This is an optimization exercise on Yosys and OpenROAD, whose aim is small area, a short achievable clock period and few clock cycles, not a production implementation. Function was checked by simulation only, so behaviour that the tests miss may differ from the original.

==> flow/design.v, too long to show whole: its modules and the start of the top module <==
// module ValuEngine: 148 lines
// module ValuLane: 741 lines
// module mul32lo: 1802 lines
module ValuEngine (
  input  wire          io_slots_0_valid,
  input  wire [3:0]    io_slots_0_opcode,
  input  wire [10:0]   io_slots_0_destBase,
  input  wire [10:0]   io_slots_0_src1Base,
  input  wire [10:0]   io_slots_0_src2Base,
  input  wire [10:0]   io_slots_0_src3Base,
  input  wire          io_valid,
  input  wire [31:0]   io_operandA_0_0,
  input  wire [31:0]   io_operandA_0_1,
  input  wire [31:0]   io_operandA_0_2,
  input  wire [31:0]   io_operandA_0_3,
  input  wire [31:0]   io_operandA_0_4,
  input  wire [31:0]   io_operandA_0_5,
  input  wire [31:0]   io_operandA_0_6,
  input  wire [31:0]   io_operandA_0_7,
  input  wire [31:0]   io_operandB_0_0,
  input  wire [31:0]   io_operandB_0_1,
  input  wire [31:0]   io_operandB_0_2,
  input  wire [31:0]   io_operandB_0_3,
  input  wire [31:0]   io_operandB_0_4,
  input  wire [31:0]   io_operandB_0_5,
  input  wire [31:0]   io_operandB_0_6,
  input  wire [31:0]   io_operandB_0_7,
  input  wire [31:0]   io_operandC_0_0,
  input  wire [31:0]   io_operandC_0_1,
  input  wire [31:0]   io_operandC_0_2,
  input  wire [31:0]   io_operandC_0_3,
  input  wire [31:0]   io_operandC_0_4,
  input  wire [31:0]   io_operandC_0_5,
  input  wire [31:0]   io_operandC_0_6,
  input  wire [31:0]   io_operandC_0_7,
  output wire          io_writeReqs_0_0_valid,
  output wire [10:0]   io_writeReqs_0_0_payload_addr,
  output wire [31:0]   io_writeReqs_0_0_payload_data,
  output wire          io_writeReqs_0_1_valid,
  output wire [10:0]   io_writeReqs_0_1_payload_addr,
  output wire [31:0]   io_writeReqs_0_1_payload_data,
  output wire          io_writeReqs_0_2_valid,
  output wire [10:0]   io_writeReqs_0_2_payload_addr,
  output wire [31:0]   io_writeReqs_0_2_payload_data,
  output wire          io_writeReqs_0_3_valid,
  output wire [10:0]   io_writeReqs_0_3_payload_addr,
  output wire [31:0]   io_writeReqs_0_3_payload_data,
  output wire          io_writeReqs_0_4_valid,
  output wire [10:0]   io_writeReqs_0_4_payload_addr,
  output wire [31:0]   io_writeReqs_0_4_payload_data,
  output wire          io_writeReqs_0_5_valid,
  output wire [10:0]   io_writeReqs_0_5_payload_addr,
  output wire [31:0]   io_writeReqs_0_5_payload_data,
  output wire          io_writeReqs_0_6_valid,
  output wire [10:0]   io_writeReqs_0_6_payload_addr,
  output wire [31:0]   io_writeReqs_0_6_payload_data,
  output wire          io_writeReqs_0_7_valid,
  output wire [10:0]   io_writeReqs_0_7_payload_addr,
  output wire [31:0]   io_writeReqs_0_7_payload_data,
  input  wire          clk,
  input  wire          reset
);
  // ...
==> flow/flow/run.sh <==
#!/bin/bash
# The standard layout (standard.sh) with two changes to global placement:
#  - synthesis buffers are removed first (flow/pre_global_place.tcl)
#  - the port buffers are buf_4 cells instead of the resizer's default pick
# The full make output goes to standard.log in this folder.
set -o pipefail
HERE=$(cd "$(dirname "$0")" && pwd)
export PRE_GLOBAL_PLACE_TCL="$HERE/pre_global_place.tcl"
export BUFFER_PORTS_ARGS="-buffer_cell sky130_fd_sc_hd__buf_4"
bash standard.sh 2>&1 | tee standard.log
==> flow/flow/pre_global_place.tcl <==
# Drop the buffers synthesis left in, before the ports are buffered and the
# design is placed; repair_design and repair_timing rebuffer where needed.
remove_buffers
==> flow/standard.sh <==
#!/bin/bash
# synth_recipe.tcl (not shown) runs the flow's synth.tcl, then flattens the netlist and writes it again
# the make line also repeats each setting of config.mk as NAME=value (left out here)
make -C /OpenROAD-flow-scripts/flow DESIGN_CONFIG=/design/flow/config.mk WORK_HOME=/design/flow/orfs CLKGATE_MAP_FILE= SYNTH_SCRIPT=/design/flow/synth_recipe.tcl "${@:-finish}"
==> flow/config.mk <==
export PLATFORM = sky130hd
export DESIGN_NAME = ValuEngine
export DESIGN_NICKNAME = ValuEngine
export VERILOG_FILES = /design/flow/design.v
export SDC_FILE = /design/flow/constraint.sdc
export NUM_CORES = 8
export LEC_CHECK = 0
export ABC_AREA = 1
export CAP_MARGIN = 20
export CORE_MARGIN = 2
export CORE_UTILIZATION = 35
export GPL_TIMING_DRIVEN = 0
export PLACE_DENSITY = 0.55
export SETUP_SLACK_MARGIN = 3.5
export SLEW_MARGIN = 20
==> flow/constraint.sdc <==
create_clock -name core_clock -period 18.0 [get_ports {clk}]
set_input_delay 3.6000 -clock core_clock [delete_from_list [all_inputs] [get_ports {clk}]]
set_output_delay 3.6000 -clock core_clock [all_outputs]
set_load 0.01 [all_outputs]
==> flow_metrics.py, run 1 <==
metrics = {
    "global_routing": {
        "grt_max_degree": 116,
        "grt-ovfl-total": 0,
        "grt_pass1_wl_um": 2350000,
    },
    "timing": {
        "hold_viol": 0,
        "fmax_mhz": 67.3,
    },
    "layout": {
        "nonClockInverterCount": 6633,
        "seq_area_sq_um": 19100,
        "post-route-cell-area_sq_um": 308000,
        "multi_input_area_sq_um": 224000,
        "nFillCells": 83990,
        "drive_gt1_share_pct": 9.02,
        "multi_input_area_share_pct": 72.8,
    },
    "logic_synthesis": {
        "yosysUniqueCellTypes": 94,
        "synth_edf_count": 268,
        "synth.area.top_cells": "fa_1, ha_1, nand2_1, inv_1, o21ai_0",
        "synth_mux_area_share_pct": 0.398,
        "yosysTopAreaCellShare_pct": 14.3,
        "synthXorXnorAreaFrac_pct": 4.35,
        "ys.warnings.count": 4,
        "synth.most_common_cell": "nand2_1",
        "yosysSeqAreaShare_pct": 6.97,
        "ys_async_sr_fraction_pct": 0,
    },
    "worst_setup_path": {
        "rr_startpoint": "lane_2.d[0]$_DFFE_PP_",
        "rr_worst_depth": 65,
        "cp_top_family": "compound AO/OA/AOI/OAI gates",
        "path_class": "primary input to output port",
    },
    "placed_design": {
        "place.gp.congestion": 1.10,
    },
    "hold_path": {
        "hold-path-endpoint": "lane_3.q[24]$_DFF_P_",
        "hold_start": "lane_3.q[21]$_DFF_P_",
    },
    "run_status": {
        "outcome": "complete, no violations",
    },
    "route": {
        "route.met3.wl_um": 256000,
    },
    "clocking": {
        "cts_root_buf": "clkbuf_16",
        "numCtsBuffers": 106,
        "cts_resized": 604,
        "hold_buffers": 0,
    },
    "die": {
        "start_util_pct": 35.2,
        "core_sq_um": 779000,
        "taps": 10432,
    },
}
Testbench counts, summed over its fixed seeds: cycles 4,135.
==> inputs of run 2 (changes only) <==
--- a/flow/design.v
+++ b/flow/design.v
@@ -204,55 +204,53 @@
   wire [5:0]  nb_dv = nbits(dv);
   wire [5:0]  nb_b  = nbits(b);
   wire        bz    = (b == 32'd0);
   wire [6:0]  u     = {1'b0, nb_dv} + 7'd32 - {1'b0, nb_b};
   reg  [3:0] t0;
   reg  [3:0] x0;
   always @(*) begin
     case (u)
-      7'd0, 7'd1, 7'd2, 7'd3, 7'd4, 7'd5, 7'd6, 7'd7, 7'd8, 7'd9, 7'd10, 7'd11, 7'd12, 7'd13, 7'd14, 7'd15, 7'd16, 7'd17, 7'd18, 7'd19, 7'd20, 7'd21, 7'd22, 7'd23, 7'd24, 7'd25, 7'd26, 7'd27, 7'd28, 7'd29, 7'd30, 7'd31, 7'd32, 7'd33: begin t0 = 4'd1; x0 = 4'd10; end
-      7'd34, 7'd35, 7'd36: begin t0 = 4'd2; x0 = 4'd9; end
-      7'd37, 7'd38, 7'd39: begin t0 = 4'd3; x0 = 4'd8; end
-      7'd40, 7'd41, 7'd42: begin t0 = 4'd4; x0 = 4'd7; end
-      7'd43, 7'd44, 7'd45: begin t0 = 4'd5; x0 = 4'd6; end
-      7'd46, 7'd47, 7'd48: begin t0 = 4'd6; x0 = 4'd5; end
-      7'd49, 7'd50, 7'd51: begin t0 = 4'd7; x0 = 4'd4; end
-      7'd52, 7'd53, 7'd54: begin t0 = 4'd8; x0 = 4'd3; end
-      7'd55, 7'd56, 7'd57: begin t0 = 4'd9; x0 = 4'd2; end
-      7'd58, 7'd59, 7'd60: begin t0 = 4'd10; x0 = 4'd1; end
-      default: begin t0 = 4'd11; x0 = 4'd0; end
+      7'd0, 7'd1, 7'd2, 7'd3, 7'd4, 7'd5, 7'd6, 7'd7, 7'd8, 7'd9, 7'd10, 7'd11, 7'd12, 7'd13, 7'd14, 7'd15, 7'd16, 7'd17, 7'd18, 7'd19, 7'd20, 7'd21, 7'd22, 7'd23, 7'd24, 7'd25, 7'd26, 7'd27, 7'd28, 7'd29, 7'd30, 7'd31, 7'd32, 7'd33: begin t0 = 4'd1; x0 = 4'd8; end
+      7'd34, 7'd35, 7'd36, 7'd37: begin t0 = 4'd2; x0 = 4'd7; end
+      7'd38, 7'd39, 7'd40, 7'd41: begin t0 = 4'd3; x0 = 4'd6; end
+      7'd42, 7'd43, 7'd44, 7'd45: begin t0 = 4'd4; x0 = 4'd5; end
+      7'd46, 7'd47, 7'd48, 7'd49: begin t0 = 4'd5; x0 = 4'd4; end
+      7'd50, 7'd51, 7'd52, 7'd53: begin t0 = 4'd6; x0 = 4'd3; end
+      7'd54, 7'd55, 7'd56, 7'd57: begin t0 = 4'd7; x0 = 4'd2; end
+      7'd58, 7'd59, 7'd60, 7'd61: begin t0 = 4'd8; x0 = 4'd1; end
+      default: begin t0 = 4'd9; x0 = 4'd0; end
     endcase
-    if (bz) begin t0 = 4'd11; x0 = 4'd0; end
+    if (bz) begin t0 = 4'd9; x0 = 4'd0; end
   end
-  reg  [31:0] rot;
-  reg  [31:0] lowm;
+  reg  [33:0] rot;
+  reg  [33:0] lowm;
   integer lv;
   always @(*) begin
-    rot = dv;
-    if (x0[0]) rot = {rot[28:0], rot[31:29]};
-    if (x0[1]) rot = {rot[25:0], rot[31:26]};
-    if (x0[2]) rot = {rot[19:0], rot[31:20]};
-    if (x0[3]) rot = {rot[7:0], rot[31:8]};
-    for (lv = 0; lv < 32; lv = lv + 1)
-      lowm[lv] = (3 * x0 > lv);
+    rot = {2'd0, dv};
+    if (x0[0]) rot = {rot[29:0], rot[33:30]};
+    if (x0[1]) rot = {rot[25:0], rot[33:26]};
+    if (x0[2]) rot = {rot[17:0], rot[33:18]};
+    if (x0[3]) rot = {rot[1:0], rot[33:2]};
+    for (lv = 0; lv < 34; lv = lv + 1)
+      lowm[lv] = (4 * x0 > lv);
   end
   wire [31:0] r_init = rot[31:0] & lowm[31:0];
-  wire [31:0] q_init = rot & ~lowm;
+  wire [33:0] q_init = rot & ~lowm;
   reg  [31:0] r, d;
-  reg  [31:0] q;
+  reg  [33:0] q;
   reg  [3:0] cnt;
-  reg  [31:0] rs [0:3];
-  reg  [31:0] qs [0:3];
+  reg  [31:0] rs [0:4];
+  reg  [33:0] qs [0:4];
   wire [31:0] nd = ~d;
   always @(*) begin
     rs[0] = r;
     qs[0] = q;
   end
-  wire [32:0] xs0 = {rs[0], qs[0][31]};
+  wire [32:0] xs0 = {rs[0], qs[0][33]};
   wire [32:0] gs0 = xs0 & {1'b1, nd};
   wire [32:0] ps0 = xs0 ^ {1'b1, nd};
   wire c0_0_0 = gs0[0] | ps0[0];
   wire c0_1_1 = gs0[1] | (ps0[1] & c0_0_0);
   wire q0_1_1 = ps0[1] & ps0[0];
   wire c0_1_3 = gs0[3] | (ps0[3] & gs0[2]);
   wire q0_1_3 = ps0[3] & ps0[2];
   wire c0_1_5 = gs0[5] | (ps0[5] & gs0[4]);
@@ -445,19 +443,19 @@
   assign ts0[28] = ps0[28] ^ c0_5_27;
   assign ts0[29] = ps0[29] ^ c0_5_28;
   assign ts0[30] = ps0[30] ^ c0_5_29;
   assign ts0[31] = ps0[31] ^ c0_5_30;
   assign ts0[32] = ps0[32] ^ c0_5_31;
   wire ok0 = c0_6_32;
   always @(*) begin
     rs[1] = ok0 ? ts0[31:0] : xs0[31:0];
-    qs[1] = {qs[0][30:0], ok0};
+    qs[1] = {qs[0][32:0], ok0};
   end
-  wire [32:0] xs1 = {rs[1], qs[1][31]};
+  wire [32:0] xs1 = {rs[1], qs[1][33]};
   wire [32:0] gs1 = xs1 & {1'b1, nd};
   wire [32:0] ps1 = xs1 ^ {1'b1, nd};
   wire c1_0_0 = gs1[0] | ps1[0];
   wire c1_1_1 = gs1[1] | (ps1[1] & c1_0_0);
   wire q1_1_1 = ps1[1] & ps1[0];
   wire c1_1_3 = gs1[3] | (ps1[3] & gs1[2]);
   wire q1_1_3 = ps1[3] & ps1[2];
   wire c1_1_5 = gs1[5] | (ps1[5] & gs1[4]);
@@ -650,19 +648,19 @@
   assign ts1[28] = ps1[28] ^ c1_5_27;
   assign ts1[29] = ps1[29] ^ c1_5_28;
   assign ts1[30] = ps1[30] ^ c1_5_29;
   assign ts1[31] = ps1[31] ^ c1_5_30;
   assign ts1[32] = ps1[32] ^ c1_5_31;
   wire ok1 = c1_6_32;
   always @(*) begin
     rs[2] = ok1 ? ts1[31:0] : xs1[31:0];
-    qs[2] = {qs[1][30:0], ok1};
+    qs[2] = {qs[1][32:0], ok1};
   end
-  wire [32:0] xs2 = {rs[2], qs[2][31]};
+  wire [32:0] xs2 = {rs[2], qs[2][33]};
   wire [32:0] gs2 = xs2 & {1'b1, nd};
   wire [32:0] ps2 = xs2 ^ {1'b1, nd};
   wire c2_0_0 = gs2[0] | ps2[0];
   wire c2_1_1 = gs2[1] | (ps2[1] & c2_0_0);
   wire q2_1_1 = ps2[1] & ps2[0];
   wire c2_1_3 = gs2[3] | (ps2[3] & gs2[2]);
   wire q2_1_3 = ps2[3] & ps2[2];
   wire c2_1_5 = gs2[5] | (ps2[5] & gs2[4]);
@@ -855,17 +853,222 @@
   assign ts2[28] = ps2[28] ^ c2_5_27;
   assign ts2[29] = ps2[29] ^ c2_5_28;
   assign ts2[30] = ps2[30] ^ c2_5_29;
   assign ts2[31] = ps2[31] ^ c2_5_30;
   assign ts2[32] = ps2[32] ^ c2_5_31;
   wire ok2 = c2_6_32;
   always @(*) begin
     rs[3] = ok2 ? ts2[31:0] : xs2[31:0];
-    qs[3] = {qs[2][30:0], ok2};
+    qs[3] = {qs[2][32:0], ok2};
+  end
+  wire [32:0] xs3 = {rs[3], qs[3][33]};
+  wire [32:0] gs3 = xs3 & {1'b1, nd};
+  wire [32:0] ps3 = xs3 ^ {1'b1, nd};
+  wire c3_0_0 = gs3[0] | ps3[0];
+  wire c3_1_1 = gs3[1] | (ps3[1] & c3_0_0);
+  wire q3_1_1 = ps3[1] & ps3[0];
+  wire c3_1_3 = gs3[3] | (ps3[3] & gs3[2]);
+  wire q3_1_3 = ps3[3] & ps3[2];
+  wire c3_1_5 = gs3[5] | (ps3[5] & gs3[4]);
+  wire q3_1_5 = ps3[5] & ps3[4];
+  wire c3_1_7 = gs3[7] | (ps3[7] & gs3[6]);
+  wire q3_1_7 = ps3[7] & ps3[6];
+  wire c3_1_9 = gs3[9] | (ps3[9] & gs3[8]);
+  wire q3_1_9 = ps3[9] & ps3[8];
+  wire c3_1_11 = gs3[11] | (ps3[11] & gs3[10]);
+  wire q3_1_11 = ps3[11] & ps3[10];
+  wire c3_1_13 = gs3[13] | (ps3[13] & gs3[12]);
+  wire q3_1_13 = ps3[13] & ps3[12];
+  wire c3_1_15 = gs3[15] | (ps3[15] & gs3[14]);
+  wire q3_1_15 = ps3[15] & ps3[14];
+  wire c3_1_17 = gs3[17] | (ps3[17] & gs3[16]);
+  wire q3_1_17 = ps3[17] & ps3[16];
+  wire c3_1_19 = gs3[19] | (ps3[19] & gs3[18]);
+  wire q3_1_19 = ps3[19] & ps3[18];
+  wire c3_1_21 = gs3[21] | (ps3[21] & gs3[20]);
+  wire q3_1_21 = ps3[21] & ps3[20];
+  wire c3_1_23 = gs3[23] | (ps3[23] & gs3[22]);
+  wire q3_1_23 = ps3[23] & ps3[22];
+  wire c3_1_25 = gs3[25] | (ps3[25] & gs3[24]);
+  wire q3_1_25 = ps3[25] & ps3[24];
+  wire c3_1_27 = gs3[27] | (ps3[27] & gs3[26]);
+  wire q3_1_27 = ps3[27] & ps3[26];
+  wire c3_1_29 = gs3[29] | (ps3[29] & gs3[28]);
+  wire q3_1_29 = ps3[29] & ps3[28];
+  wire c3_1_31 = gs3[31] | (ps3[31] & gs3[30]);
+  wire q3_1_31 = ps3[31] & ps3[30];
+  wire c3_2_2 = gs3[2] | (ps3[2] & c3_1_1);
+  wire q3_2_2 = ps3[2] & q3_1_1;
+  wire c3_2_3 = c3_1_3 | (q3_1_3 & c3_1_1);
+  wire q3_2_3 = q3_1_3 & q3_1_1;
+  wire c3_2_6 = gs3[6] | (ps3[6] & c3_1_5);
+  wire q3_2_6 = ps3[6] & q3_1_5;
+  wire c3_2_7 = c3_1_7 | (q3_1_7 & c3_1_5);
+  wire q3_2_7 = q3_1_7 & q3_1_5;
+  wire c3_2_10 = gs3[10] | (ps3[10] & c3_1_9);
+  wire q3_2_10 = ps3[10] & q3_1_9;
+  wire c3_2_11 = c3_1_11 | (q3_1_11 & c3_1_9);
+  wire q3_2_11 = q3_1_11 & q3_1_9;
+  wire c3_2_14 = gs3[14] | (ps3[14] & c3_1_13);
+  wire q3_2_14 = ps3[14] & q3_1_13;
+  wire c3_2_15 = c3_1_15 | (q3_1_15 & c3_1_13);
+  wire q3_2_15 = q3_1_15 & q3_1_13;
+  wire c3_2_18 = gs3[18] | (ps3[18] & c3_1_17);
+  wire q3_2_18 = ps3[18] & q3_1_17;
+  wire c3_2_19 = c3_1_19 | (q3_1_19 & c3_1_17);
+  wire q3_2_19 = q3_1_19 & q3_1_17;
+  wire c3_2_22 = gs3[22] | (ps3[22] & c3_1_21);
+  wire q3_2_22 = ps3[22] & q3_1_21;
+  wire c3_2_23 = c3_1_23 | (q3_1_23 & c3_1_21);
+  wire q3_2_23 = q3_1_23 & q3_1_21;
+  wire c3_2_26 = gs3[26] | (ps3[26] & c3_1_25);
+  wire q3_2_26 = ps3[26] & q3_1_25;
+  wire c3_2_27 = c3_1_27 | (q3_1_27 & c3_1_25);
+  wire q3_2_27 = q3_1_27 & q3_1_25;
+  wire c3_2_30 = gs3[30] | (ps3[30] & c3_1_29);
+  wire q3_2_30 = ps3[30] & q3_1_29;
+  wire c3_2_31 = c3_1_31 | (q3_1_31 & c3_1_29);
+  wire q3_2_31 = q3_1_31 & q3_1_29;
+  wire c3_3_4 = gs3[4] | (ps3[4] & c3_2_3);
+  wire q3_3_4 = ps3[4] & q3_2_3;
+  wire c3_3_5 = c3_1_5 | (q3_1_5 & c3_2_3);
+  wire q3_3_5 = q3_1_5 & q3_2_3;
+  wire c3_3_6 = c3_2_6 | (q3_2_6 & c3_2_3);
+  wire q3_3_6 = q3_2_6 & q3_2_3;
+  wire c3_3_7 = c3_2_7 | (q3_2_7 & c3_2_3);
+  wire q3_3_7 = q3_2_7 & q3_2_3;
+  wire c3_3_12 = gs3[12] | (ps3[12] & c3_2_11);
+  wire q3_3_12 = ps3[12] & q3_2_11;
+  wire c3_3_13 = c3_1_13 | (q3_1_13 & c3_2_11);
+  wire q3_3_13 = q3_1_13 & q3_2_11;
+  wire c3_3_14 = c3_2_14 | (q3_2_14 & c3_2_11);
+  wire q3_3_14 = q3_2_14 & q3_2_11;
+  wire c3_3_15 = c3_2_15 | (q3_2_15 & c3_2_11);
+  wire q3_3_15 = q3_2_15 & q3_2_11;
+  wire c3_3_20 = gs3[20] | (ps3[20] & c3_2_19);
+  wire q3_3_20 = ps3[20] & q3_2_19;
+  wire c3_3_21 = c3_1_21 | (q3_1_21 & c3_2_19);
+  wire q3_3_21 = q3_1_21 & q3_2_19;
+  wire c3_3_22 = c3_2_22 | (q3_2_22 & c3_2_19);
+  wire q3_3_22 = q3_2_22 & q3_2_19;
+  wire c3_3_23 = c3_2_23 | (q3_2_23 & c3_2_19);
+  wire q3_3_23 = q3_2_23 & q3_2_19;
+  wire c3_3_28 = gs3[28] | (ps3[28] & c3_2_27);
+  wire q3_3_28 = ps3[28] & q3_2_27;
+  wire c3_3_29 = c3_1_29 | (q3_1_29 & c3_2_27);
+  wire q3_3_29 = q3_1_29 & q3_2_27;
+  wire c3_3_30 = c3_2_30 | (q3_2_30 & c3_2_27);
+  wire q3_3_30 = q3_2_30 & q3_2_27;
+  wire c3_3_31 = c3_2_31 | (q3_2_31 & c3_2_27);
+  wire q3_3_31 = q3_2_31 & q3_2_27;
+  wire c3_4_8 = gs3[8] | (ps3[8] & c3_3_7);
+  wire q3_4_8 = ps3[8] & q3_3_7;
+  wire c3_4_9 = c3_1_9 | (q3_1_9 & c3_3_7);
+  wire q3_4_9 = q3_1_9 & q3_3_7;
+  wire c3_4_10 = c3_2_10 | (q3_2_10 & c3_3_7);
+  wire q3_4_10 = q3_2_10 & q3_3_7;
+  wire c3_4_11 = c3_2_11 | (q3_2_11 & c3_3_7);
+  wire q3_4_11 = q3_2_11 & q3_3_7;
+  wire c3_4_12 = c3_3_12 | (q3_3_12 & c3_3_7);
+  wire q3_4_12 = q3_3_12 & q3_3_7;
+  wire c3_4_13 = c3_3_13 | (q3_3_13 & c3_3_7);
+  wire q3_4_13 = q3_3_13 & q3_3_7;
+  wire c3_4_14 = c3_3_14 | (q3_3_14 & c3_3_7);
+  wire q3_4_14 = q3_3_14 & q3_3_7;
+  wire c3_4_15 = c3_3_15 | (q3_3_15 & c3_3_7);
+  wire q3_4_15 = q3_3_15 & q3_3_7;
+  wire c3_4_24 = gs3[24] | (ps3[24] & c3_3_23);
+  wire q3_4_24 = ps3[24] & q3_3_23;
+  wire c3_4_25 = c3_1_25 | (q3_1_25 & c3_3_23);
+  wire q3_4_25 = q3_1_25 & q3_3_23;
+  wire c3_4_26 = c3_2_26 | (q3_2_26 & c3_3_23);
+  wire q3_4_26 = q3_2_26 & q3_3_23;
+  wire c3_4_27 = c3_2_27 | (q3_2_27 & c3_3_23);
+  wire q3_4_27 = q3_2_27 & q3_3_23;
+  wire c3_4_28 = c3_3_28 | (q3_3_28 & c3_3_23);
+  wire q3_4_28 = q3_3_28 & q3_3_23;
+  wire c3_4_29 = c3_3_29 | (q3_3_29 & c3_3_23);
+  wire q3_4_29 = q3_3_29 & q3_3_23;
+  wire c3_4_30 = c3_3_30 | (q3_3_30 & c3_3_23);
+  wire q3_4_30 = q3_3_30 & q3_3_23;
+  wire c3_4_31 = c3_3_31 | (q3_3_31 & c3_3_23);
+  wire q3_4_31 = q3_3_31 & q3_3_23;
+  wire c3_5_16 = gs3[16] | (ps3[16] & c3_4_15);
+  wire q3_5_16 = ps3[16] & q3_4_15;
+  wire c3_5_17 = c3_1_17 | (q3_1_17 & c3_4_15);
+  wire q3_5_17 = q3_1_17 & q3_4_15;
+  wire c3_5_18 = c3_2_18 | (q3_2_18 & c3_4_15);
+  wire q3_5_18 = q3_2_18 & q3_4_15;
+  wire c3_5_19 = c3_2_19 | (q3_2_19 & c3_4_15);
+  wire q3_5_19 = q3_2_19 & q3_4_15;
+  wire c3_5_20 = c3_3_20 | (q3_3_20 & c3_4_15);
+  wire q3_5_20 = q3_3_20 & q3_4_15;
+  wire c3_5_21 = c3_3_21 | (q3_3_21 & c3_4_15);
+  wire q3_5_21 = q3_3_21 & q3_4_15;
+  wire c3_5_22 = c3_3_22 | (q3_3_22 & c3_4_15);
+  wire q3_5_22 = q3_3_22 & q3_4_15;
+  wire c3_5_23 = c3_3_23 | (q3_3_23 & c3_4_15);
+  wire q3_5_23 = q3_3_23 & q3_4_15;
+  wire c3_5_24 = c3_4_24 | (q3_4_24 & c3_4_15);
+  wire q3_5_24 = q3_4_24 & q3_4_15;
+  wire c3_5_25 = c3_4_25 | (q3_4_25 & c3_4_15);
+  wire q3_5_25 = q3_4_25 & q3_4_15;
+  wire c3_5_26 = c3_4_26 | (q3_4_26 & c3_4_15);
+  wire q3_5_26 = q3_4_26 & q3_4_15;
+  wire c3_5_27 = c3_4_27 | (q3_4_27 & c3_4_15);
+  wire q3_5_27 = q3_4_27 & q3_4_15;
+  wire c3_5_28 = c3_4_28 | (q3_4_28 & c3_4_15);
+  wire q3_5_28 = q3_4_28 & q3_4_15;
+  wire c3_5_29 = c3_4_29 | (q3_4_29 & c3_4_15);
+  wire q3_5_29 = q3_4_29 & q3_4_15;
+  wire c3_5_30 = c3_4_30 | (q3_4_30 & c3_4_15);
+  wire q3_5_30 = q3_4_30 & q3_4_15;
+  wire c3_5_31 = c3_4_31 | (q3_4_31 & c3_4_15);
+  wire q3_5_31 = q3_4_31 & q3_4_15;
+  wire c3_6_32 = gs3[32] | (ps3[32] & c3_5_31);
+  wire q3_6_32 = ps3[32] & q3_5_31;
+  wire [32:0] ts3;
+  assign ts3[0] = ~ps3[0];
+  assign ts3[1] = ps3[1] ^ c3_0_0;
+  assign ts3[2] = ps3[2] ^ c3_1_1;
+  assign ts3[3] = ps3[3] ^ c3_2_2;
+  assign ts3[4] = ps3[4] ^ c3_2_3;
+  assign ts3[5] = ps3[5] ^ c3_3_4;
+  assign ts3[6] = ps3[6] ^ c3_3_5;
+  assign ts3[7] = ps3[7] ^ c3_3_6;
+  assign ts3[8] = ps3[8] ^ c3_3_7;
+  assign ts3[9] = ps3[9] ^ c3_4_8;
+  assign ts3[10] = ps3[10] ^ c3_4_9;
+  assign ts3[11] = ps3[11] ^ c3_4_10;
+  assign ts3[12] = ps3[12] ^ c3_4_11;
+  assign ts3[13] = ps3[13] ^ c3_4_12;
+  assign ts3[14] = ps3[14] ^ c3_4_13;
+  assign ts3[15] = ps3[15] ^ c3_4_14;
+  assign ts3[16] = ps3[16] ^ c3_4_15;
+  assign ts3[17] = ps3[17] ^ c3_5_16;
+  assign ts3[18] = ps3[18] ^ c3_5_17;
+  assign ts3[19] = ps3[19] ^ c3_5_18;
+  assign ts3[20] = ps3[20] ^ c3_5_19;
+  assign ts3[21] = ps3[21] ^ c3_5_20;
+  assign ts3[22] = ps3[22] ^ c3_5_21;
+  assign ts3[23] = ps3[23] ^ c3_5_22;
+  assign ts3[24] = ps3[24] ^ c3_5_23;
+  assign ts3[25] = ps3[25] ^ c3_5_24;
+  assign ts3[26] = ps3[26] ^ c3_5_25;
+  assign ts3[27] = ps3[27] ^ c3_5_26;
+  assign ts3[28] = ps3[28] ^ c3_5_27;
+  assign ts3[29] = ps3[29] ^ c3_5_28;
+  assign ts3[30] = ps3[30] ^ c3_5_29;
+  assign ts3[31] = ps3[31] ^ c3_5_30;
+  assign ts3[32] = ps3[32] ^ c3_5_31;
+  wire ok3 = c3_6_32;
+  always @(*) begin
+    rs[4] = ok3 ? ts3[31:0] : xs3[31:0];
+    qs[4] = {qs[3][32:0], ok3};
   end
   assign done = busy & (cnt == 4'd1);
   assign dres = mod_sel ? rs[2] : qs[2][31:0];
   always @(posedge clk) begin
     if (reset) begin
       busy <= 1'b0;
     end else if (start) begin
       busy <= 1'b1;
@@ -877,18 +1080,18 @@
     if (start) d <= b;
   end
   always @(posedge clk) begin
     if (start) begin
       r   <= r_init;
       q   <= q_init;
       cnt <= t0;
     end else begin
-      r   <= rs[3];
-      q   <= qs[3];
+      r   <= rs[4];
+      q   <= qs[4];
       cnt <= cnt - 1'b1;
     end
   end
 endmodule
 module mul32lo (
   input  wire [31:0] a,
   input  wire [31:0] b,
   input  wire [31:0] c,
==> flow/config.mk (replaced) <==
export PLATFORM = sky130hd
export DESIGN_NAME = ValuEngine
export DESIGN_NICKNAME = ValuEngine
export VERILOG_FILES = /design/flow/design.v
export SDC_FILE = /design/flow/constraint.sdc
export NUM_CORES = 8
export LEC_CHECK = 0
export ABC_AREA = 1
export CAP_MARGIN = 35
export CORE_MARGIN = 2
export CORE_UTILIZATION = 35
export GPL_TIMING_DRIVEN = 0
export PLACE_DENSITY = 0.55
export SETUP_SLACK_MARGIN = 3.5
export SLEW_MARGIN = 25
==> flow_metrics.py, run 2 <==
metrics = {
    "run_status": {
        "outcome": "complete, no violations",
    },
    "logic_synthesis": {
        "synth.most_common_cell": "nand2_1",
        "synth_edf_count": 268,
        "synth_cells": 43847,
        "ys_ff_latch": 836,
        "yosysTopAreaCell": "fa_1",
        "avgSynthCellArea_sq_um": 6.41,
        "synth_common_cells": "nand2_1, inv_1, o21ai_0",
        "yosysSeqAreaShare_pct": 6.91,
        "synthesis.nets": 49666,
        "ys.warnings.count": 4,
        "synth-main-ff-cell": "dfxtp_1",
        "synth.area.top_cells": "fa_1, ha_1, nand2_1, o21ai_0, inv_1",
        "ys_async_sr_fraction_pct": 0,
        "yosysTopAreaCellShare_pct": 14.2,
        "yosysUniqueCellTypes": 88,
        "synth_area_sq_um": 281000,
    },
    "timing": {
        "fin_crit_sh_pct": 82.1,
        "worstMarginPinSlew_ns": 1.12,
        "maxSlewHeadroom_pct": 23.3,
        "holdWs_ns": 0.445,
        "drv_slew": 0,
        "fmax_mhz": 67.6,
        "fin_tns_setup_ns": 0,
        "setup_violations": 0,
        "min_period_ns": 14.78,
        "finClkSkew_ns": 0.0355,
        "hold_viol": 0,
        "rsz0062_at_grt": "true",
    },
    "die": {
        "ios": 1172,
        "start_util_pct": 35.1,
        "core_sq_um": 801000,
        "die_w_um": 900,
        "rows": 329,
        "fp.dieArea_sq_um": 811000,
        "die_y_um": 900,
    },
    "clocking": {
        "hold_buffers": 0,
        "clk_latency_ns": 0.96,
        "numCtsBuffers": 112,
        "cts_root_buf": "clkbuf_16",
        "clock_sinks": 836,
        "htreeDepth": 3,
        "cts_tree": "yes",
        "clk_path_buf_depth": 4,
        "clk_pin_slew_worst_paths_ns": 0.07,
    },
    "worst_setup_path": {
        "cp-start-kind": "primary input",
        "cp.arrival_ns": 11.18,
        "slowest_stage": "nor4_2",
        "cp_max_fo": 11,
        "path_common_cell": "inv_1",
        "path_class": "primary input to output port",
        "required_ns": 14.40,
        "rr_worst_depth": 72,
        "slowest_delay_ns": 0.84,
        "crit_chain": "buf_4 -> inv_1 -> nor3_4 -> clkinvlp_2 -> o21ai_0 -> ha_1 -> fa_1 -> inv_1 -> fa_1 -> inv_1 -> ha_1 -> inv_1 -> o21ai_0 -> inv_1 -> o21a_1 -> o21ai_1 -> a21oi_1 -> o21ai_0 -> nand2_1 -> nor4_2 -> o21ai_0 -> buf_4",
        "crit_path_end_kind": "output port",
    },
    "layout": {
        "final_common_cell": "nand2_1",
        "nets": 49450,
        "layout-area-overhead-vs-synth_pct": 13.3,
        "post-route-cell-area_sq_um": 319000,
        "drive_gt1_share_pct": 9.63,
        "final_cell_mix": "nand2_1, inv_1, o21ai_0",
    },
    "global_routing": {
        "grt_max_degree": 123,
        "grt-ovfl-total": 0,
        "antenna_found_initial": 295,
        "grt_pass1_wl_um": 2400000,
        "grt_usage_pct": 41.0,
        "grt_pass1_vias": 309737,
    },
    "route": {
        "viasPerCell": 6.21,
        "routed_wl_um": 1770000,
        "drtIter0Drc": 51321,
        "firstDrtPassIters": 13,
        "dr_total_vias": 338789,
        "ant_nets": 0,
        "drc_errors": 0,
        "wl_per_cell_um": 32.5,
    },
    "placed_design": {
        "place.gp.congestion": 1.06,
        "portBuffers": 1138,
        "dpl.hpwl_um": 1390000,
        "dpl_cell_area_sq_um": 304000,
    },
    "flow_run": {
        "drv_cap": 0,
    },
    "hold_path": {
        "hp-class": "flip-flop to flip-flop",
        "min_delay_path_depth": 2,
    },
}
==> run 2: cell count changes after synthesis, sizes merged, moves of 40 or more <==
cell,change
inv,-171
nand4,-114
o21ai,+40
or2,+89
nand2,+353
fa,+40
o211ai,-132
xor2,+95
ha,+224
clkbuf,+42
xnor2,+45
nand3,+355
a21oi,+315
nor2,-253
==> run 2: cell families after synthesis <==
family,Yosys count,share of synthesized area [%]
muxes,127,0.452
adders and majority gates,4999,27.6
buffers and inverters,8939,12.2
AOI/OAI and AO/OA,11984,25.1
DFF,836,6.91
and+or+nand+nor,15462,23.1
xor gates and xnor gates,1500,4.68
==> run 2: critical path, delay by kind of cell <==
family / cells / cell delay, ns
AO/OA/AOI/OAI: 7 / 2.44
AND/OR/NAND/NOR: 3 / 1.46
adder cells (fa/ha/maj): 4 / 1.68
buffers and inverters: 8 / 1.96
==> run 2: final timing paths <==
check                                           start                           endpoint  slack, ns
worst max-delay path               io_operandB_0_1[5]  io_writeReqs_0_1_payload_data[12]       3.22
worst min-delay path              lane_7.q[5]$_DFF_P_                lane_7.q[9]$_DFF_P_       0.45
worst max register to register  lane_4.d[0]$_DFFE_PP_               lane_4.r[23]$_DFF_P_       4.18
worst min register to register    lane_7.q[5]$_DFF_P_                lane_7.q[9]$_DFF_P_       0.45
==> run 2: stage by stage <==
step	std cells	setup WS, ns	util (%)
floorplan	43847	4.07	-
global placement	53023	-42.14	36.5
detailed placement	53525	0.0318	37.9
CTS	54003	3.35	39.0
global route	54412	3.33	39.7
finish	54516	3.22	39.8
==> run 2: what timing repair did <==
| item | CTS | global route |
|---|---|---|
| endpoints found under the setup margin | 412 | 369 |
| endpoints found under the hold margin | 0 | 0 |
| cloned | 56 | 25 |
| setup buffers | 218 | 228 |
| resized for setup | 642 | 703 |
| pin swaps | 54 | 85 |
==> run 2: metal layers <==
metal	share of wire [%]	wire length, um	global-route usage, %	up-vias
met5	0.055	975	0.0408	-
met4	8.4	149000	27.8	130
met3	14	245000	14.4	5101
met2	39	691000	57.2	23583
met1	39	685000	52.8	162269
li1	-	-	-	147706
==> run 2: layout make-up <==
class	instances	area [sq um]
flip-flops and latches	836	19400
inverters	6385	25400
clock inverters	61	704
repair buffers	2150	23200
clock buffers	143	3140
well taps	10592	13300
fillers	85488	483000
multi-input cells	34101	233000
repair inverters	45	290
diodes	203	508
Testbench counts of run 2, summed over its fixed seeds: cycles 3,984.
==> inputs of run 3 (changes only) <==
--- a/flow/config.mk
+++ b/flow/config.mk
@@ -8,8 +8,8 @@
 export ABC_AREA = 1
 export CAP_MARGIN = 35
 export CORE_MARGIN = 2
-export CORE_UTILIZATION = 35
+export CORE_UTILIZATION = 45
 export GPL_TIMING_DRIVEN = 0
-export PLACE_DENSITY = 0.55
+export PLACE_DENSITY = 0.65
 export SETUP_SLACK_MARGIN = 3.5
 export SLEW_MARGIN = 25
==> flow_metrics.py, run 3 <==
metrics = {
    "logic_synthesis": {
        "yosysTopAreaCell": "fa_1",
        "synth_area_sq_um": 281000,
        "synth_common_cells": "nand2_1, inv_1, o21ai_0",
        "avgSynthCellArea_sq_um": 6.41,
        "ys_async_sr_fraction_pct": 0,
        "yosysUniqueCellTypes": 88,
        "yosysSeqAreaShare_pct": 6.91,
        "yosysTopAreaCellShare_pct": 14.2,
        "ys_ff_latch": 836,
        "synth.most_common_cell": "nand2_1",
        "synth.area.top_cells": "fa_1, ha_1, nand2_1, o21ai_0, inv_1",
        "synth_cells": 43847,
        "synth-main-ff-cell": "dfxtp_1",
        "synthesis.nets": 49666,
        "synth_edf_count": 268,
        "ys.warnings.count": 4,
    },
    "global_routing": {
        "grt_pass1_wl_um": 2330000,
        "grt_usage_pct": 50.8,
        "grt_pass1_vias": 310039,
        "grt_max_degree": 126,
        "antenna_found_initial": 280,
        "grt-ovfl-total": 0,
    },
    "placed_design": {
        "portBuffers": 1138,
        "dpl.hpwl_um": 1330000,
        "place.gp.congestion": 1.10,
        "dp_slack_ns": 0.212,
    },
    "die": {
        "die_y_um": 794,
        "die_w_um": 794,
        "start_util_pct": 45.1,
        "rows": 290,
        "core_sq_um": 623000,
        "fp.dieArea_sq_um": 631000,
        "ios": 1172,
    },
    "layout": {
        "final_cell_mix": "nand2_1, inv_1, o21ai_0",
        "nFillCells": 64133,
        "layout-area-overhead-vs-synth_pct": 11.7,
        "nets": 49374,
        "final_common_cell": "nand2_1",
        "drive_gt1_share_pct": 9.22,
        "multi_input_area_sq_um": 232000,
        "seq_area_sq_um": 19400,
        "fin_util_pct": 50.4,
    },
    "clocking": {
        "cts_root_buf": "clkbuf_16",
        "clk_path_buf_depth": 4,
        "cts_tree": "yes",
        "clock_sinks": 836,
        "clk_pin_slew_worst_paths_ns": 0.06,
        "numCtsBuffers": 111,
        "hold_buffers": 0,
        "htreeDepth": 3,
        "clk_latency_ns": 0.94,
    },
    "timing": {
        "worstMarginPinSlew_ns": 1.17,
        "fmax_mhz": 68.4,
        "min_period_ns": 14.61,
        "rsz0062_at_grt": "true",
        "hold_viol": 0,
        "fin_tns_setup_ns": 0,
        "fin_crit_sh_pct": 81.2,
        "maxSlewHeadroom_pct": 21.4,
        "drv_slew": 0,
        "setup_slack_ns": 3.39,
        "holdWs_ns": 0.450,
        "finClkSkew_ns": 0.0496,
        "setup_violations": 0,
    },
    "hold_path": {
        "hp-class": "flip-flop to flip-flop",
    },
    "worst_setup_path": {
        "cp.arrival_ns": 11.01,
        "cp-start-kind": "primary input",
        "path_class": "primary input to output port",
        "cp_max_fo": 37,
        "crit_path_end_kind": "output port",
        "required_ns": 14.40,
    },
    "route": {
        "dr_total_vias": 343813,
        "viasPerCell": 6.59,
        "routed_wl_um": 1700000,
        "firstDrtPassIters": 16,
        "drc_errors": 0,
        "drtIter0Drc": 56044,
        "wl_per_cell_um": 32.5,
        "ant_nets": 0,
    },
    "run_status": {
        "outcome": "complete, no violations",
    },
    "flow_run": {
        "drv_cap": 0,
    },
}
[run 3: cell counts after synthesis]
Identical to the previous run, type by type.
[run 3: worst paths after layout]
kind                    startpoint                           endpoint  slack, ns  cells past startpoint
max             io_operandA_0_4[8]  io_writeReqs_0_4_payload_data[24]       3.39                     26
min           lane_1.q[25]$_DFF_P_               lane_1.q[29]$_DFF_P_       0.45                      1
max reg2reg  lane_5.d[0]$_DFFE_PP_                lane_5.r[5]$_DFF_P_       3.99                     76
min reg2reg   lane_1.q[25]$_DFF_P_               lane_1.q[29]$_DFF_P_       0.45                      1
[run 3: cells by family after synthesis]
| logic type | synth area share [%] |
|---|---|
| AND/OR/NAND/NOR | 23.1 |
| AO/OA/AOI/OAI | 25.1 |
| buffers and inverters | 12.2 |
| adder cells (fa/ha/maj) | 27.6 |
| XOR/XNOR | 4.68 |
| flip-flops | 6.91 |
| multiplexers | 0.452 |
[run 3: what timing repair did]
action / in CTS / in global routing
cloned: 45 / 25
resized for setup: 623 / 576
setup buffers: 196 / 185
pin swaps: 42 / 76
setup endpoints to repair: 402 / 359
[run 3: per-layer routing]
metal	up-vias	GRT usage [%]	part of all wire (%)
met5	-	0.650	0.079
met4	124	37.4	9.3
met3	6563	22.5	16
met2	27197	67.9	38
met1	162213	63.7	37
li1	147716	-	-
[run 3: cell type report]
cell class,count,share of cell area [%]
sequential,836,6.19
clock inverter,53,0.165
timing repair inverter,42,0.0852
antenna,245,0.195
tap,8322,3.31
clock buffer,149,1.03
inverter,6385,8.06
multi-input combinational,34099,73.9
timing repair buffer,2080,7.06
[run 3: metrics by stage]
step | cells | area [sq um]
final | 52211 | 314000
after global routing | 52076 | 314000
after CTS | 51683 | 309000
after detailed placement | 51240 | 301000
after global placement | 50753 | 290000
after floorplan | 43847 | 281000
[run 3: worst max-delay path: stages]
cell and delay [ns]:
buf_4 0.42, clkinv_2 0.71, o22ai_1 0.38, a21oi_1 0.06, o21ai_0 0.15, fa_1 0.56, fa_1 0.56, fa_1 0.56
inv_1 0.05, fa_1 0.54, inv_1 0.05, ha_1 0.38, nand2_1 0.09, o21ai_2 0.46, inv_1 0.07, o21ai_0 0.30
a21oi_1 0.11, inv_1 0.14, nand2_1 0.07, nand2_1 0.07, a21oi_1 0.06, o21ai_0 0.22, nand3_1 0.42, nand2_1 0.18
nand2_1 0.42, buf_4 0.33

-- re-timing with driven ports --
No port has a modelled driver above. Below, the same layouts with a new extraction and two added sets of constraints. Step 1 assumes that a clkbuf_16 drives the clock port and a buf_2 every other input. Step 2 times the ports against the registers' clock, not the clock port: input delays grow and output delays shrink by t, the midpoint of the rising clock arrivals with the driver on. Three values: ideal, step 1, step 2; two values: the first two.
run | t, ns | setup slack, ns | clock arrival spread, ns
run 1 | 1.073 | 3.139 / 2.931 / 2.761 | 0.125 / 0.125
run 2 | 1.077 | 3.217 / 2.846 / 2.846 | 0.038 / 0.039
run 3 | 1.071 | 3.387 / 3.204 / 3.204 | 0.061 / 0.061
After both steps every run listed still meets setup and hold. For run 1, which loses most, drivers alone change the setup slack by -0.208 ns; drivers and shift together by -0.378 ns.
